From an optimization exercise on the open Yosys and OpenROAD flow, aimed at small area, a short achievable clock period and few clock cycles; shortcuts taken in it are not production practice.
Only simulation tests tie the RTL to the original design; equivalence was not proved.
No activity file was given, so power comes from the tool's default toggle rates.

## flow/design.v (module list and top-level ports; edited modules follow where they fit)
// module mac: 392 lines
// module projeto: 48 lines
module projeto(
    input ck,
    input inicio,
    input rst,
    input [15:0] X,
    input [15:0] A,
    input [15:0] B,
    input [15:0] C,
    output pronto,
    output overflow,
    output [15:0] resultado
);
  // ...
==> flow/flow/run.sh <==
#!/bin/bash
# The standard layout (standard.sh) with these changes:
#  - the multiply-add tree, module mac, is laid out from flow/mac_cells.v, the
#    same circuit as mac in rtl/ula.v built from cells by hand (both are
#    generated by gen/mkhand.py), so that its partial products are single
#    NAND gates feeding full-adder cells of inverted polarity;
#  - synthesis skips Yosys's early "abc -fast" (SYNTH_ARGS=-noabc);
#  - port buffers use the smallest buffer.
# Registers and their names are those of the standard synthesis.
set -euo pipefail
export SYNTH_ARGS="-noabc"
export BUFFER_PORTS_ARGS="-buffer_cell sky130_fd_sc_hd__buf_1"
# design.v with module mac replaced by the cell-level one
awk '/^module mac\(/ {skip = 1} !skip {print} skip && /^endmodule/ {skip = 0}' design.v > design_cells.v
grep -q '^module mac(' design_cells.v && { echo "module mac still in design_cells.v"; exit 1; }
cat flow/mac_cells.v >> design_cells.v
sed "s#CLKGATE_MAP_FILE= #CLKGATE_MAP_FILE= VERILOG_FILES=$PWD/design_cells.v #" standard.sh > standard_cells.sh
grep -q "VERILOG_FILES=$PWD/design_cells.v" standard_cells.sh
bash standard_cells.sh > standard.log 2>&1
==> flow/standard.sh <==
#!/bin/bash
# synth_recipe.tcl (not shown) runs the flow's synth.tcl, then flattens the netlist and writes it again
# the make line also repeats each setting of config.mk as NAME=value (left out here)
make -C /OpenROAD-flow-scripts/flow DESIGN_CONFIG=/design/flow/config.mk WORK_HOME=/design/flow/orfs CLKGATE_MAP_FILE= SYNTH_SCRIPT=/design/flow/synth_recipe.tcl "${@:-finish}"
==> flow/config.mk <==
export PLATFORM = sky130hd
export DESIGN_NAME = projeto
export DESIGN_NICKNAME = projeto
export VERILOG_FILES = /design/flow/design.v
export SDC_FILE = /design/flow/constraint.sdc
export NUM_CORES = 4
export LEC_CHECK = 0
export CAP_MARGIN = 20
export CORE_MARGIN = 2
export CORE_UTILIZATION = 60
export CTS_BUF_LIST = sky130_fd_sc_hd__clkbuf_4 sky130_fd_sc_hd__clkbuf_8
export SETUP_SLACK_MARGIN = 4.3
export SLEW_MARGIN = 20
==> flow/constraint.sdc <==
create_clock -name core_clock -period 9.5 [get_ports {ck}]
set_input_delay 1.9000 -clock core_clock [delete_from_list [all_inputs] [get_ports {ck}]]
set_output_delay 1.9000 -clock core_clock [all_outputs]
set_load 0.01 [all_outputs]
Not shown: flow/flow/mac_cells.v
==> reports/qor.csv, run 1 <==
metric,value,unit
placed_area,0.00491,mm²
worst_hold_path.endpoint,ov,
design.final.nets,721,
highest_layer,met4,
drv_slew,0,
critical_path_peak_fanout,6,
run_status,"complete, no violations",
power.switching_fraction,0.478,
count_of_input_and_output_buffers,84,
reg.largest.list,"qa: 16 flops, qb: 5 flops, ql: 2 flops",
groute.layer.met3.usage,0.0797,
post_synth_instance_area,0.00460,mm²
worstPathCellList,"clkbuf_2, mux2_4, nand2_2, fa_1, fa_2, fa_2, fa_1, fa_1, or2_1, fa_2",
via_count,3790,
numSequentialCells,26,
grt_start_max_net_pins,38,
seqAreaFraction,0.0974,
dp_hpwl,9490,µm
worst_clock_skew,0.00416,ns
finalWorstPathRequiredPeriod,5.28,ns
synth.area.top_cells,"fa_1, nand2_1, dfxtp_1",
async_flop_share,0,
grt_use_total,0.324,
pwr.group.combinational,0.00204,W
yosys.area.top_type_share,0.505,
ys.warnings.count,1,
pwr.group.clock,0.0000772,W
timing.final.ws_setup,4.22,ns
share_comb_of_total_power,0.866,
area_growth_syn_to_layout,17.2,%
synth.top_cells.by_count,"nand2_1, fa_1, buf_4",
cts_htree_levels,1,
timing.final.hold_violations,0,
io_pins,85,
cts_buffers,3,
timing.final.setup_violations,0,
hold_path_stages,3,
power.static_leakage,1.93,nW
path_depth,10,
r2r_slack,4.31,ns
grt_most_used_layer,met2,
Testbench counts, summed over its fixed seeds: cycles 4,800.
==> run 2, diff against run 1 <==
--- a/flow/config.mk
+++ b/flow/config.mk
@@ -9,5 +9,5 @@
 export CORE_MARGIN = 2
 export CORE_UTILIZATION = 60
 export CTS_BUF_LIST = sky130_fd_sc_hd__clkbuf_4 sky130_fd_sc_hd__clkbuf_8
-export SETUP_SLACK_MARGIN = 4.3
+export SETUP_SLACK_MARGIN = 4.0
 export SLEW_MARGIN = 20
==> run 2 against run 1 <==
Net effect:
- hold slack worse by 0.023 ns
- total power is 13% lower
- largest cell class unchanged
- cell count is 4.1% lower
- global-route usage is 2.9 points lower
- die area unchanged
- sequential power barely moved
- clock skew down 0.0018 ns
- critical path type unchanged
- flip-flop and latch count is the same
- still clean
- synthesized cell count unchanged
- wire length shrank 9.1%
- largest power group unchanged
==> reports/qor.csv, run 2 <==
metric,value,unit,change
run_status,"complete, no violations",,unchanged
area_of_the_multi_input_gates,0.00389,mm²,was 0.00408 mm²
registers.top_by_ff_count,qa,,unchanged
finalCritPeriodShare,0.570,,was 0.555
drc,0,,unchanged
placed_area,0.00483,mm²,was 0.00491 mm²
gr-total-overflow,0,,unchanged
finalPower,0.00205,W,was 0.00235 W
clock_latency,0.27,ns,was 0.28 ns
worst_clock_skew,0.00233,ns,was 0.00416 ns
cp_data_required_time,9.67,ns,was 9.73 ns
rsz_0062_raised_after_global_routing,no,,was yes
grt_use_total,0.296,,was 0.324
dp_hpwl,9420,µm,was 9490 µm
postSynthAreaPerCell,10.5,µm²,unchanged
regToRegStartpoint,qa[3],,unchanged
final.fill_count,601,,was 567
p_per_area,409,mW/mm²,was 436 mW/mm²
commonest_cells_after_routing_fill_and_taps_aside,"nand2_1, fa_1, buf_1",,unchanged
area_growth_syn_to_layout,9.11,%,was 17.2%
detailroute.wirelength.met2,5880,µm,was 6330 µm
finalWorstPathRequiredPeriod,5.41,ns,was 5.28 ns
synth-main-ff-cell,dfxtp_1,,unchanged
coreArea,0.00733,mm²,unchanged
synth.area.top_cells,"fa_1, nand2_1, dfxtp_1",,unchanged
root_buffer,clkbuf_8,,unchanged
cts_buffers,3,,unchanged
clk_transition_reported_paths,0.10,ns,about the same
worst_hold_path_type,register to register,,unchanged
die_area,0.00838,mm²,unchanged
routedLengthMet1,4520,µm,was 4880 µm
fin_area,0.00502,mm²,was 0.00539 mm²
critical_path_peak_fanout,9,,was 6
io_pins,85,,unchanged
reg.largest.list,"qa: 16 flops, qb: 5 flops, ql: 2 flops",,unchanged
timing.rr.end,qa[15],,unchanged
hold_path_stages,3,,unchanged
worst_setup_path_end_kind,register,,unchanged
placementRows,31,,unchanged
post_synth_instance_area,0.00460,mm²,unchanged
max_cap_violations,0,,unchanged
grt_pass1_vias,3595,,was 3873
post_synth_num_cell_types,39,,unchanged
routedWlPerCell,20.0,µm,was 21.1 µm
crit_arrival,5.58,ns,was 5.50 ns
area.sequential,522,µm²,was 526 µm²
ys.warnings.count,1,,unchanged
height_of_the_die,91.6,µm,unchanged
post_drt_via_cell_ratio,5.93,,was 6.02
drv_slew,0,,unchanged
cts_htree_levels,1,,unchanged
setup_total_negative_slack,0,ns,unchanged
synth_sequential_area_ratio,0.113,,unchanged
dr_wl_met3,1050,µm,was 1500 µm
grt_antenna_before_repair,0,,unchanged
finalCoreUtilization,0.685,,was 0.736
numClockSinks,26,,unchanged
highest_layer,met4,,unchanged
clk_path_buf_depth,2,,unchanged
worst-setup-path-type,input port to register,,unchanged
r2r_slack,4.18,ns,was 4.31 ns
timing.final.setup_violations,0,,unchanged
synth-seq-cells,26,,unchanged
post_route_cells_drive_above_1_share,0.0911,,was 0.220
yosys.area.top_type_share,0.505,,unchanged
tritoncts,done,,unchanged
timing.final.hold_violations,0,,unchanged
syn-num-nets,627,,unchanged
yosysMostFrequentCell,nand2_1,,unchanged
timing.fmax,185,MHz,was 190 MHz
design.final.nets,695,,was 721
gp_congestion,0.916,,was 0.959
vdd.ir_drop.worst,0.642,mV,was 0.673 mV
iteration_0_drc_count_of_the_detailed_router,254,,was 322
count_of_input_and_output_buffers,84,,unchanged
grt_pass1_wl,18700,µm,was 20300 µm
setup.worst_path.start_class,input port,,unchanged
start_util,0.627,,unchanged
grt_start_max_net_pins,36,,was 38
die_x,91.6,µm,unchanged
wl,12100,µm,was 13300 µm
r2r_cells,12,,was 14
synth.largest_area_cell,fa_1,,unchanged
most_common_cell_after_layout_fill_and_taps_aside,nand2_1,,unchanged
worstMarginPinSlew,1.06,ns,was 0.673 ns
power.static_leakage,1.76,nW,was 1.93 nW
worst_hold_path.endpoint,ov,,unchanged
synth_enable_flop_cells,0,,unchanged
ant_nets,0,,unchanged
drt_pass1_iterations,5,,unchanged
diodes,0,,unchanged
hold_path_startpoint,ql[1],,unchanged
via_count,3583,,was 3790
worst_slew_margin_rel,0.293,,was 0.551
synth.top_cells.by_count,"nand2_1, fa_1, buf_4",,unchanged
netlist_instances,438,,unchanged
async_flop_share,0,,unchanged
ctsHoldBuffers,0,,unchanged
largest_register_ffs,16,,unchanged
## run 2: cell counts after synthesis
Identical to the previous run, type by type.
## run 2: final cells by class
type                            count  area share
Timing Repair Buffer               92      0.0773
Clock buffer                        3     0.00823
Clock inverter                      1     0.00598
Inverter                            6     0.00449
Multi-Input combinational cell    377       0.775
Tap cell                           99      0.0247
Sequential cell                    26       0.104
## run 2: how the worst max path moves through the flow
stage,start,slack [ns],cells after the start,end
2_1_floorplan,A[0],4.03,9,qa[15]
3_3_place_gp,X[2],3.60,9,qa[15]
3_5_place_dp,X[0],3.53,9,qa[15]
4_1_cts,qa[3],4.02,14,qa[15]
5_1_grt,qa[3],3.99,14,qa[15]
6_report,X[8],4.09,9,qa[15]
## run 2: logic make-up after synthesis
group,after synthesis,synth area share
flops,26,0.113
mux,33,0.0762
buf+inv,35,0.0509
simple gates,182,0.168
compound gates,24,0.0400
fa+ha+maj,122,0.521
xor+xnor,16,0.0305
## run 2: where the power goes
part	total (W)	leakage, nW	internal, W	switching, W
Combinational	0.00172	1.50	0.000782	0.000943
Clock	0.0000944	0.0357	0.0000564	0.0000380
Sequential	0.000235	0.219	0.000202	0.0000336
Total	0.00205	1.76	0.00104	0.00101
## run 2: critical path: stages
cell,delay (ns)
buf_1,0.40
nand2_1,0.15
fa_1,0.51
fa_1,0.44
fa_1,0.49
fa_1,0.55
fa_1,0.45
or2_1,0.25
fa_1,0.44
## run 2: layer usage
layer,global-route usage,vias to the layer above
li1,-,1538
met1,0.401,1753
met2,0.474,247
met3,0.0398,45
met4,0.141,0
met5,0,-
## run 2: timing repair
action / in CTS / in global routing
setup buffers: 0 / 8
setup endpoints to repair: 4 / 5
endpoints found under the hold margin: 0 / 0
gates resized for setup: 8 / 16
gates cloned: 0 / 0
## run 2: through the flow
step	std cells	setup slack (ns)	hold slack [ns]
after detailed placement	592	3.53	0.597
after floorplan	438	4.03	0.556
final	604	4.09	0.631
after global routing	604	3.99	0.673
after CTS	596	4.02	0.625
after global placement	592	3.60	0.610
==> run 3, diff against run 2 <==
--- a/flow/flow/run.sh
+++ b/flow/flow/run.sh
@@ -5,11 +5,13 @@
 #    generated by gen/mkhand.py), so that its partial products are single
 #    NAND gates feeding full-adder cells of inverted polarity;
 #  - synthesis skips Yosys's early "abc -fast" (SYNTH_ARGS=-noabc);
-#  - port buffers use the smallest buffer.
+#  - port buffers use the smallest buffer, but for the X ports (buf_4).
 # Registers and their names are those of the standard synthesis.
 set -euo pipefail
 export SYNTH_ARGS="-noabc"
 export BUFFER_PORTS_ARGS="-buffer_cell sky130_fd_sc_hd__buf_1"
+# ... except the X ports, whose buffers drive many gates (flow/xbuf.tcl)
+export POST_GLOBAL_PLACE_TCL="$PWD/flow/xbuf.tcl"
 # design.v with module mac replaced by the cell-level one
 awk '/^module mac\(/ {skip = 1} !skip {print} skip && /^endmodule/ {skip = 0}' design.v > design_cells.v
 grep -q '^module mac(' design_cells.v && { echo "module mac still in design_cells.v"; exit 1; }
==> flow/flow/xbuf.tcl (new file) <==
set db [ord::get_db]
set block [ord::get_db_block]
set big [$db findMaster sky130_fd_sc_hd__buf_4]
foreach bterm [$block getBTerms] {
  if { ![string match {X\[*} [$bterm getName]] } { continue }
  set net [$bterm getNet]
  foreach iterm [$net getITerms] {
    set inst [$iterm getInst]
    if { [string match sky130_fd_sc_hd__buf_* [[$inst getMaster] getName]] } {
      $inst swapMaster $big
      puts "xbuf: [$inst getName] of [$bterm getName] -> sky130_fd_sc_hd__buf_4"
    }
  }
}
==> run 3 against run 2 <==
Net effect:
- sequential share of layout area is 0.067 points lower
- critical path depth up 1
- maximum frequency up 0.58%
- utilization grew 0.44 points
- hold slack improved by 0.0048 ns
- via count down 0.84%
==> reports/qor.csv, run 3 <==
metric,value,unit,change
cell_family_contributing_the_most_delay_on_the_critical_path,adder cells,,unchanged
commonest_cells_after_routing_fill_and_taps_aside,"nand2_1, fa_1, buf_1",,unchanged
worst_slew_margin_rel,0.295,,was 0.293
tritoncts,done,,unchanged
die_area,0.00838,mm²,unchanged
critical_path_peak_fanout,15,,was 9
netlist_instances,438,,unchanged
run_status,"complete, no violations",,unchanged
area_growth_syn_to_layout,9.82,%,was 9.11%
syn-num-nets,627,,unchanged
vdd.ir_drop.worst,0.684,mV,was 0.642 mV
clk_transition_reported_paths,0.10,ns,about the same
height_of_the_die,91.6,µm,unchanged
reg.largest.list,"qa: 16 flops, qb: 5 flops, ql: 2 flops",,unchanged
worst-setup-path-type,input port to register,,unchanged
coreArea,0.00733,mm²,unchanged
ant_nets,0,,unchanged
synth-main-ff-cell,dfxtp_1,,unchanged
worst_hold_path_type,register to register,,unchanged
cp_data_required_time,9.67,ns,about the same
ys.warnings.count,1,,unchanged
start_util,0.627,,unchanged
drt_pass1_iterations,5,,unchanged
worst_path_max_delay_cell,fa_1,,unchanged
rsz_0062_raised_after_global_routing,no,,unchanged
grt_pass1_vias,3592,,was 3595
cts_buffers,3,,unchanged
clock_power_share,0.046,,about the same
synth.top_cells.by_count,"nand2_1, fa_1, buf_4",,unchanged
registers.top_by_ff_count,qa,,unchanged
worstPathCellList,"buf_1, mux2_4, nand2_1, fa_1, fa_1, fa_1, fa_1, fa_1, or2_1, fa_1",,"was buf_1, nand2_1, fa_1, fa_1, fa_1, fa_1, fa_1, or2_1, fa_1"
synth-seq-cells,26,,unchanged
post_route_cells_drive_above_1_share,0.0994,,was 0.0911
cts_htree_levels,1,,unchanged
post_drt_via_cell_ratio,5.90,,was 5.93
cp_num_buf_inv,1,,unchanged
count_of_input_and_output_buffers,84,,unchanged
placementRows,31,,unchanged
worstMarginPinSlew,1.06,ns,about the same
die_x,91.6,µm,unchanged
largest_register_ffs,16,,unchanged
synth.area.top_cells,"fa_1, nand2_1, dfxtp_1",,unchanged
iteration_0_drc_count_of_the_detailed_router,277,,was 254
synth_sequential_area_ratio,0.113,,unchanged
synth_enable_flop_cells,0,,unchanged
yosys.area.top_type_share,0.505,,unchanged
dp_hpwl,9520,µm,was 9420 µm
worst_setup_path_end_kind,register,,unchanged
timing.final.setup_violations,0,,unchanged
design.final.nets,693,,was 695
share_comb_of_total_power,0.840,,was 0.839
yosysMostFrequentCell,nand2_1,,unchanged
setup.worst_path.start_class,input port,,unchanged
post_synth_num_cell_types,39,,unchanged
clk_path_buf_depth,2,,unchanged
numClockSinks,26,,unchanged
ctsHoldBuffers,0,,unchanged
via_count,3553,,was 3583
post_synth_instance_area,0.00460,mm²,unchanged
wl,12000,µm,was 12100 µm
p_per_area,407,mW/mm²,was 409 mW/mm²
grt_start_max_net_pins,36,,unchanged
power.switching_fraction,0.493,,was 0.494
most_common_cell_after_layout_fill_and_taps_aside,nand2_1,,unchanged
grt_pass1_wl,18800,µm,was 18700 µm
internal_power,0.00104,W,about the same
drc,0,,unchanged
timing.final.hold_violations,0,,unchanged
grt_use_total,0.297,,was 0.296
p_switching,0.00101,W,about the same
diodes,0,,unchanged
gr-total-overflow,0,,unchanged
routedWlPerCell,20.0,µm,about the same
finalPower,0.00206,W,was 0.00205 W
setup_total_negative_slack,0,ns,unchanged
timing.fmax,186,MHz,was 185 MHz
grt_antenna_before_repair,0,,unchanged
sequentialPowerShare,0.114,,was 0.115
drv_slew,0,,unchanged
synth.largest_area_cell,fa_1,,unchanged
critPathMaxStageDelay,0.54,ns,was 0.55 ns
clock_latency,0.27,ns,about the same
crit_arrival,5.55,ns,was 5.58 ns
power.static_leakage,1.78,nW,was 1.76 nW
worst_clock_skew,0.00604,ns,was 0.00233 ns
io_pins,85,,unchanged
finalWorstPathRequiredPeriod,5.38,ns,was 5.41 ns
path_common_cell,fa_1,,unchanged
max_cap_violations,0,,unchanged
root_buffer,clkbuf_8,,unchanged
finalCritPeriodShare,0.567,,was 0.570
async_flop_share,0,,unchanged
postSynthAreaPerCell,10.5,µm²,unchanged
[run 3: cell counts after synthesis]
No cell type changed its count.
[run 3: routing by layer]
layer,global-route usage,vias to the layer above,wire length [µm]
met2,0.479,230,5900
met5,0,-,0
li1,-,1531,-
met1,0.399,1744,4500
met4,0.130,0,609
met3,0.0515,48,1040
[run 3: worst register-to-register path: cells and delay by family, from the launching register on]
family / cells / cell delay, ns
fa+ha+maj: 6 / 2.94
simple gates: 3 / 0.96
mux: 1 / 0.28
flops: 1 / 0.36
compound gates: 1 / 0.29
xor+xnor: 1 / 0.34
[run 3: area by class of cell]
class                      instances  area, µm²
multi-input combinational        377       3890
fill                             613       2280
sequential                        26        522
timing repair buffer              90        420
tap                               99        124
clock buffer                       3       41.3
clock inverter                     1       30.0
inverter                           6       22.5
[run 3: timing repair]
action,4_1_cts,5_1_grt
setup endpoints to repair,2,4
gates resized for setup,2,12
setup buffers,0,6
pin swaps,0,0
[run 3: power by group through the flow]
stage | registers [W] | logic (W) | clock network, W
floorplan | 0.000228 | 0.00137 | 0
global placement | 0.000235 | 0.00168 | 0
detailed placement | 0.000238 | 0.00172 | 0
CTS | 0.000235 | 0.00173 | 0.0000959
global route | 0.000241 | 0.00198 | 0.0000994
finish | 0.000235 | 0.00173 | 0.0000943
[run 3: final timing paths]
check / from / to / slack [ns] / depth (start not counted)
worst min register to register: ql[1] / ov / 0.64 / 3
worst max-delay path: A[2] / qa[15] / 4.12 / 10
worst min-delay path: ql[1] / ov / 0.64 / 3
worst max register to register: qa[3] / qa[15] / 4.22 / 12
[run 3: cell families (layout without fill, tap and decap cells)]
| family | Yosys count | after routing | share of synthesized area |
|---|---|---|---|
| xor+xnor | 16 | 16 | 0.0305 |
| compound gates | 24 | 24 | 0.0400 |
| flops | 26 | 26 | 0.113 |
| simple gates | 182 | 182 | 0.168 |
| buf+inv | 35 | 100 | 0.0509 |
| fa+ha+maj | 122 | 122 | 0.521 |
| mux | 33 | 33 | 0.0762 |
[run 3: per-stage QoR]
| step | util | instance area, µm² | instances | worst slack, ns | hold slack [ns] |
|---|---|---|---|---|---|
| finish | 0.689 | 5050 | 602 | 4.12 | 0.636 |
| global route | 0.689 | 5050 | 602 | 4.01 | 0.686 |
| CTS | 0.677 | 4960 | 596 | 4.01 | 0.630 |
| detailed placement | 0.667 | 4890 | 592 | 3.68 | 0.600 |
| global placement | 0.659 | 4830 | 592 | 3.60 | 0.610 |
| floorplan | - | 4600 | 438 | 4.03 | 0.556 |
==> run 4, diff against run 3 <==
--- a/flow/config.mk
+++ b/flow/config.mk
@@ -7,7 +7,7 @@
 export LEC_CHECK = 0
 export CAP_MARGIN = 20
 export CORE_MARGIN = 2
-export CORE_UTILIZATION = 60
+export CORE_UTILIZATION = 75
 export CTS_BUF_LIST = sky130_fd_sc_hd__clkbuf_4 sky130_fd_sc_hd__clkbuf_8
 export SETUP_SLACK_MARGIN = 4.0
 export SLEW_MARGIN = 20
==> run 4 against run 3 <==
Net effect:
- setup slack lost 0.048 ns
- synthesized area is the same
- critical endpoint unchanged
- first-iteration DRC count grew 66%
- critical path depth is the same
- flip-flop and latch count is the same
- via count grew 5.9%
- critical path type unchanged
- highest routed layer unchanged
==> reports/qor.csv, run 4 <==
metric,value,unit,change
area_of_the_multi_input_gates,0.00389,mm²,unchanged
largest_register_ffs,16,,unchanged
diodes,0,,unchanged
finalCritPeriodShare,0.572,,was 0.567
timing.fmax,184,MHz,was 186 MHz
numClockSinks,26,,unchanged
io_pins,85,,unchanged
yosys.area.top_type_share,0.505,,unchanged
hold_path_startpoint,ql[1],,unchanged
timing.final.hold_violations,0,,unchanged
ant_nets,0,,unchanged
internal_power,0.00108,W,was 0.00104 W
power.static_leakage,1.76,nW,was 1.78 nW
registers.top_by_ff_count,qa,,unchanged
syn-num-nets,627,,unchanged
design.final.nets,689,,was 693
synth-seq-cells,26,,unchanged
synth.area.top_cells,"fa_1, nand2_1, dfxtp_1",,unchanged
worst_hold_path.endpoint,ov,,unchanged
async_flop_share,0,,unchanged
iteration_0_drc_count_of_the_detailed_router,461,,was 277
pre_cts_slack,3.72,ns,was 3.68 ns
clock_power_share,0.045,,was 0.046
height_of_the_die,82.3,µm,was 91.6 µm
drt_pass1_iterations,5,,unchanged
dp_hpwl,9680,µm,was 9520 µm
via_count,3761,,was 3553
share_comb_of_total_power,0.844,,was 0.840
reg.largest.list,"qa: 16 flops, qb: 5 flops, ql: 2 flops",,unchanged
run_status,"complete, no violations",,unchanged
crit_arrival,5.60,ns,was 5.55 ns
netlist_instances,438,,unchanged
post_synth_instance_area,0.00460,mm²,unchanged
routedWlPerCell,22.3,µm,was 20.0 µm
hold_path_stages,3,,unchanged
clk_transition_reported_paths,0.10,ns,about the same
r2r_cells,14,,was 12
final.fill_count,331,,was 613
worstMarginPinSlew,1.05,ns,was 1.06 ns
synth_sequential_area_ratio,0.113,,unchanged
setup_total_negative_slack,0,ns,unchanged
finalPower,0.00214,W,was 0.00206 W
max_cap_violations,0,,unchanged
drv_slew,0,,unchanged
worst_setup_path_end_kind,register,,unchanged
finalCoreUtilization,0.843,,was 0.689
postSynthAreaPerCell,10.5,µm²,unchanged
timing.rr.end,qa[15],,unchanged
grt_pass1_vias,3845,,was 3592
worst_slew_margin_rel,0.301,,was 0.295
ys.warnings.count,1,,unchanged
worst-setup-path-type,input port to register,,unchanged
regToRegStartpoint,qa[3],,unchanged
vdd.ir_drop.worst,0.948,mV,was 0.684 mV
cts_buffers,3,,unchanged
placementRows,28,,was 31
synth-main-ff-cell,dfxtp_1,,unchanged
root_buffer,clkbuf_8,,unchanged
clk_path_buf_depth,2,,unchanged
die_area,0.00677,mm²,was 0.00838 mm²
post_synth_num_cell_types,39,,unchanged
p_switching,0.00106,W,was 0.00101 W
yosysMostFrequentCell,nand2_1,,unchanged
cp_data_required_time,9.67,ns,about the same
post_route_cells_drive_above_1_share,0.0922,,was 0.0994
die_x,82.3,µm,was 91.6 µm
post_drt_via_cell_ratio,6.55,,was 5.90
wl,12800,µm,was 12000 µm
commonest_cells_after_routing_fill_and_taps_aside,"nand2_1, fa_1, buf_1",,unchanged
timing.final.ws_setup,4.07,ns,was 4.12 ns
grt_use_total,0.392,,was 0.297
grt_start_max_net_pins,36,,unchanged
grt_pass1_wl,18700,µm,was 18800 µm
start_util,0.777,,was 0.627
clock_latency,0.28,ns,was 0.27 ns
finalWorstPathRequiredPeriod,5.43,ns,was 5.38 ns
grt_antenna_before_repair,0,,unchanged
critical_path_peak_fanout,12,,was 15
tritoncts,done,,unchanged
gr-total-overflow,0,,unchanged
rsz_0062_raised_after_global_routing,no,,unchanged
ctsHoldBuffers,0,,unchanged
r2r_slack,4.08,ns,was 4.22 ns
most_common_cell_after_layout_fill_and_taps_aside,nand2_1,,unchanged
p_per_area,429,mW/mm²,was 407 mW/mm²
synth_enable_flop_cells,0,,unchanged
area.sequential,522,µm²,unchanged
area_growth_syn_to_layout,8.51,%,was 9.82%
count_of_input_and_output_buffers,84,,unchanged
setup.worst_path.start_class,input port,,unchanged
worst_hold_path_type,register to register,,unchanged
timing.final.setup_violations,0,,unchanged
power.switching_fraction,0.497,,was 0.493
synth.top_cells.by_count,"nand2_1, fa_1, buf_4",,unchanged
cts_htree_levels,1,,unchanged
worst_clock_skew,0.00382,ns,was 0.00604 ns
drc,0,,unchanged
sequentialPowerShare,0.111,,was 0.114
coreArea,0.00592,mm²,was 0.00733 mm²
synth.largest_area_cell,fa_1,,unchanged
[run 4: cell families after synthesis]
kind of cell | synth area share
flip-flops | 0.113
buffers and inverters | 0.0509
multiplexers | 0.0762
AO/OA/AOI/OAI | 0.0400
AND/OR/NAND/NOR | 0.168
adder cells (fa/ha/maj) | 0.521
XOR/XNOR | 0.0305
[run 4: critical path: stages]
cell     delay (ns)
buf_1          0.06
mux2_2         0.34
nand2_1        0.15
fa_1           0.46
fa_1           0.46
fa_1           0.57
fa_1           0.45
fa_1           0.49
or2_1          0.25
fa_1           0.45
[run 4: metrics by stage]
step,cell area [µm²],hold WS [ns],cells
after floorplan,4600,0.556,438
after global placement,4800,0.608,568
after detailed placement,4860,0.610,568
after CTS,4940,0.640,572
after global routing,4990,0.675,574
final,4990,0.641,574
[run 4: how the worst max path moves through the flow]
stage	startpoint	endpoint	slack [ns]	cells after the start
floorplan	A[0]	qa[15]	4.03	9
global placement	X[0]	qa[15]	3.64	9
detailed placement	A[1]	qa[15]	3.72	10
CTS	A[1]	qa[15]	4.02	10
global route	qa[0]	qa[15]	3.98	15
finish	A[6]	qa[15]	4.07	10
[run 4: power groups by stage]
| stage | registers, W | logic, W | clock network, W |
|---|---|---|---|
| finish | 0.000237 | 0.00181 | 0.0000961 |
| floorplan | 0.000228 | 0.00137 | 0 |
| detailed placement | 0.000237 | 0.00175 | 0 |
| global route | 0.000242 | 0.00201 | 0.000100 |
| global placement | 0.000234 | 0.00164 | 0 |
| CTS | 0.000235 | 0.00177 | 0.0000951 |
[run 4: layout make-up]
type,instances,share of cell area
repair buffers,86,0.0782
well taps,75,0.0188
inverters,6,0.00451
flip-flops and latches,26,0.105
multi-input cells,377,0.780
clock buffers,3,0.00827
clock inverters,1,0.00602
[run 4: routing by layer]
layer,track usage,vias up,share of wire
met5,0,-,0
met4,0.287,0,0.079
met3,0.0728,90,0.10
met2,0.639,347,0.49
met1,0.469,1801,0.33
li1,-,1523,-
[run 4: repair_timing]
item,in CTS,in global routing
buffers inserted,0,2
setup endpoints to repair,2,4
gates resized for setup,3,10
endpoints found under the hold margin,0,0
pin swaps,0,1
==> run 5, diff against run 4 <==
--- a/flow/config.mk
+++ b/flow/config.mk
@@ -7,7 +7,9 @@
 export LEC_CHECK = 0
 export CAP_MARGIN = 20
 export CORE_MARGIN = 2
-export CORE_UTILIZATION = 75
-export CTS_BUF_LIST = sky130_fd_sc_hd__clkbuf_4 sky130_fd_sc_hd__clkbuf_8
+export CORE_UTILIZATION = 60
+export CTS_BUF_LIST = sky130_fd_sc_hd__clkbuf_8
+export CTS_CLUSTER_DIAMETER = 60
+export CTS_CLUSTER_SIZE = 30
 export SETUP_SLACK_MARGIN = 4.0
 export SLEW_MARGIN = 20
==> run 5 against run 4 <==
Net effect:
- register-to-register slack better by 0.14 ns
- synthesized cell count stayed put
- utilization is 15 points lower
- clock skew is 0.0022 ns higher
- combinational power is 4% lower
- maximum frequency is 0.89% higher
- critical path depth stayed put
- via count is 5.5% lower
- clock power is 2% lower
- critical path type unchanged
- largest power group unchanged
==> reports/qor.csv, run 5 <==
metric,value,unit,change
run_status,"complete, no violations",,unchanged
iteration_0_drc_count_of_the_detailed_router,277,,was 461
die_x,91.6,µm,was 82.3 µm
finalCoreUtilization,0.689,,was 0.843
placed_area,0.00489,mm²,was 0.00486 mm²
worstMarginPinSlew,1.06,ns,was 1.05 ns
area_of_the_multi_input_gates,0.00389,mm²,unchanged
yosys.area.top_type_share,0.505,,unchanged
die_area,0.00838,mm²,was 0.00677 mm²
cts_buffers,3,,unchanged
height_of_the_die,91.6,µm,was 82.3 µm
grt_antenna_before_repair,0,,unchanged
clk_transition_reported_paths,0.10,ns,about the same
power.switching_fraction,0.493,,was 0.497
most_common_cell_after_layout_fill_and_taps_aside,nand2_1,,unchanged
timing.fmax,186,MHz,was 184 MHz
p_per_area,407,mW/mm²,was 429 mW/mm²
reg.largest.list,"qa: 16 flops, qb: 5 flops, ql: 2 flops",,unchanged
power.static_leakage,1.78,nW,was 1.76 nW
grt_pass1_wl,18800,µm,was 18700 µm
p_switching,0.00101,W,was 0.00106 W
share_comb_of_total_power,0.840,,was 0.844
diodes,0,,unchanged
grt_start_max_net_pins,36,,unchanged
largest_register_ffs,16,,unchanged
rsz_0062_raised_after_global_routing,no,,unchanged
routedLengthMet1,4500,µm,was 4180 µm
sequentialPowerShare,0.114,,was 0.111
detailroute.wirelength.met2,5900,µm,was 6340 µm
synth-main-ff-cell,dfxtp_1,,unchanged
cts_htree_levels,1,,unchanged
postSynthAreaPerCell,10.5,µm²,unchanged
drc,0,,unchanged
cell_family_contributing_the_most_delay_on_the_critical_path,adder cells,,unchanged
drt_pass1_iterations,5,,unchanged
numClockSinks,26,,unchanged
hold_path_startpoint,ql[1],,unchanged
async_flop_share,0,,unchanged
worst_setup_path_end_kind,register,,unchanged
critPathMaxStageDelay,0.54,ns,was 0.57 ns
drv_slew,0,,unchanged
tritoncts,done,,unchanged
path_depth,10,,unchanged
cp_num_buf_inv,1,,unchanged
final.fill_count,613,,was 331
root_buffer,clkbuf_8,,unchanged
setup.worst_path.start_class,input port,,unchanged
worst_clock_skew,0.00604,ns,was 0.00382 ns
critical_path_peak_fanout,15,,was 12
synth_enable_flop_cells,0,,unchanged
dp_hpwl,9520,µm,was 9680 µm
crit_arrival,5.55,ns,was 5.60 ns
r2r_cells,12,,was 14
ant_nets,0,,unchanged
regToRegStartpoint,qa[3],,unchanged
worst_slew_margin_rel,0.295,,was 0.301
worstPathCellList,"buf_1, mux2_4, nand2_1, fa_1, fa_1, fa_1, fa_1, fa_1, or2_1, fa_1",,"was buf_1, mux2_2, nand2_1, fa_1, fa_1, fa_1, fa_1, fa_1, or2_1, fa_1"
area.sequential,522,µm²,unchanged
fin_area,0.00505,mm²,was 0.00499 mm²
grt_use_total,0.297,,was 0.392
dr_wl_met3,1040,µm,was 1280 µm
coreArea,0.00733,mm²,was 0.00592 mm²
synth.largest_area_cell,fa_1,,unchanged
via_count,3553,,was 3761
ys.warnings.count,1,,unchanged
path_common_cell,fa_1,,unchanged
grt_pass1_vias,3592,,was 3845
netlist_instances,438,,unchanged
area_growth_syn_to_layout,9.82,%,was 8.51%
placementRows,31,,was 28
timing.final.hold_violations,0,,unchanged
worst_path_max_delay_cell,fa_1,,unchanged
post_synth_num_cell_types,39,,unchanged
synth.area.top_cells,"fa_1, nand2_1, dfxtp_1",,unchanged
worst_setup_path_startpoint,A[2],,was A[6]
ctsHoldBuffers,0,,unchanged
post_synth_instance_area,0.00460,mm²,unchanged
registers.top_by_ff_count,qa,,unchanged
commonest_cells_after_routing_fill_and_taps_aside,"nand2_1, fa_1, buf_1",,unchanged
synth_sequential_area_ratio,0.113,,unchanged
highest_layer,met4,,unchanged
hold_path_stages,3,,unchanged
routedWlPerCell,20.0,µm,was 22.3 µm
cp_data_required_time,9.67,ns,about the same
yosysMostFrequentCell,nand2_1,,unchanged
clk_path_buf_depth,2,,unchanged
gr-total-overflow,0,,unchanged
design.final.nets,693,,was 689
clock_power_share,0.046,,was 0.045
syn-num-nets,627,,unchanged
internal_power,0.00104,W,was 0.00108 W
timing.final.setup_violations,0,,unchanged
setup_total_negative_slack,0,ns,unchanged
wl,12000,µm,was 12800 µm
post_route_cells_drive_above_1_share,0.0994,,was 0.0922
max_cap_violations,0,,unchanged
count_of_input_and_output_buffers,84,,unchanged
synth-seq-cells,26,,unchanged
worst_hold_path_type,register to register,,unchanged
worst-setup-path-type,input port to register,,unchanged
synth.top_cells.by_count,"nand2_1, fa_1, buf_4",,unchanged
finalCritPeriodShare,0.567,,was 0.572
start_util,0.627,,was 0.777
vdd.ir_drop.worst,0.684,mV,was 0.948 mV
io_pins,85,,unchanged
post_drt_via_cell_ratio,5.90,,was 6.55
finalWorstPathRequiredPeriod,5.38,ns,was 5.43 ns
clock_latency,0.27,ns,was 0.28 ns
==> run 5: cell counts after synthesis <==
No cell type changed its count.
==> run 5: layout make-up <==
class	count	area share
clock inverter	1	0.00595
multi-input combinational	377	0.770
inverter	6	0.00446
timing repair buffer	90	0.0832
sequential	26	0.103
clock buffer	3	0.00817
tap	99	0.0245
==> run 5: cell families after synthesis <==
family          count (synthesis)  synth area share
compound gates                 24            0.0400
mux                            33            0.0762
buf+inv                        35            0.0509
simple gates                  182             0.168
flops                          26             0.113
xor+xnor                       16            0.0305
fa+ha+maj                     122             0.521
==> run 5: layer usage <==
metal / track usage / up-vias
li1: - / 1531
met1: 0.399 / 1744
met2: 0.479 / 230
met3: 0.0515 / 48
met4: 0.130 / 0
met5: 0 / -
==> run 5: timing repair <==
action,in CTS,in global routing
pin swaps,0,0
setup endpoints to repair,2,4
setup buffers,0,6
resized for setup,2,12
==> run 5: worst paths after layout <==
path | end | slack, ns
setup / recovery | qa[15] | 4.12
hold / removal | ov | 0.64
setup reg to reg | qa[15] | 4.22
hold reg to reg | ov | 0.64
==> run 5: worst register-to-register path: stages, from the launching register on <==
cell and delay (ns):
dfxtp_1 0.36, or4_4 0.58, o2111a_1 0.29, nor4_1 0.28, xor2_1 0.34, mux2_2 0.28, nand2_1 0.10, fa_1 0.45
fa_1 0.49, fa_1 0.63, fa_1 0.46, fa_1 0.51, fa_1 0.40
==> run 5: per-stage QoR <==
stage | hold WS [ns] | worst slack (ns) | total power, W | cells
3_3_place_gp | 0.610 | 3.60 | 0.00191 | 592
4_1_cts | 0.630 | 4.01 | 0.00206 | 596
2_1_floorplan | 0.556 | 4.03 | 0.00160 | 438
6_report | 0.636 | 4.12 | 0.00206 | 602
5_1_grt | 0.686 | 4.01 | 0.00232 | 602
3_5_place_dp | 0.600 | 3.68 | 0.00196 | 592
==> run 5: power groups by stage <==
stage,Clock [W],Combinational (W),Sequential [W]
finish,0.0000943,0.00173,0.000235
global route,0.0000994,0.00198,0.000241
CTS,0.0000959,0.00173,0.000235
detailed placement,0,0.00172,0.000238
global placement,0,0.00168,0.000235
floorplan,0,0.00137,0.000228

-- separate check: timing with driven ports --
The flow's constraints put no driver on any port. The routed layouts listed below were extracted and timed again, unchanged, in two steps. Step 1, drivers: a clkbuf_16 drives ck and a buf_2 each remaining input, both assumed. Step 2 also shifts input and output timing later by t, the mid clock arrival at the registers, as if the neighbouring blocks saw the same clock. Three values: no drivers, after step 1, after step 2; two values: the first two.
run | shift t [ns] | setup slack, ns | hold slack, ns | worst setup path at the end | worst slew at a driven data input, ns
run 1 | 0.307 | 4.225 / 4.226 / 3.919 | 0.653 / 0.653 / 0.653 | input to register | 0.04
run 2 | 0.307 | 4.086 / 4.080 / 3.772 | 0.631 / 0.631 / 0.631 | input to register | 0.04
run 3 | 0.302 | 4.117 / 4.127 / 3.825 | 0.636 / 0.636 / 0.636 | input to register | 0.04
run 4 | 0.305 | 4.069 / 4.073 / 3.767 | 0.641 / 0.641 / 0.641 | input to register | 0.04
run 5 | 0.302 | 4.117 / 4.127 / 3.825 | 0.636 / 0.636 / 0.636 | input to register | 0.04
After both steps every run listed still meets setup and hold. For run 2, which loses most, drivers alone change the setup slack by -0.006 ns; drivers and shift together by -0.314 ns.
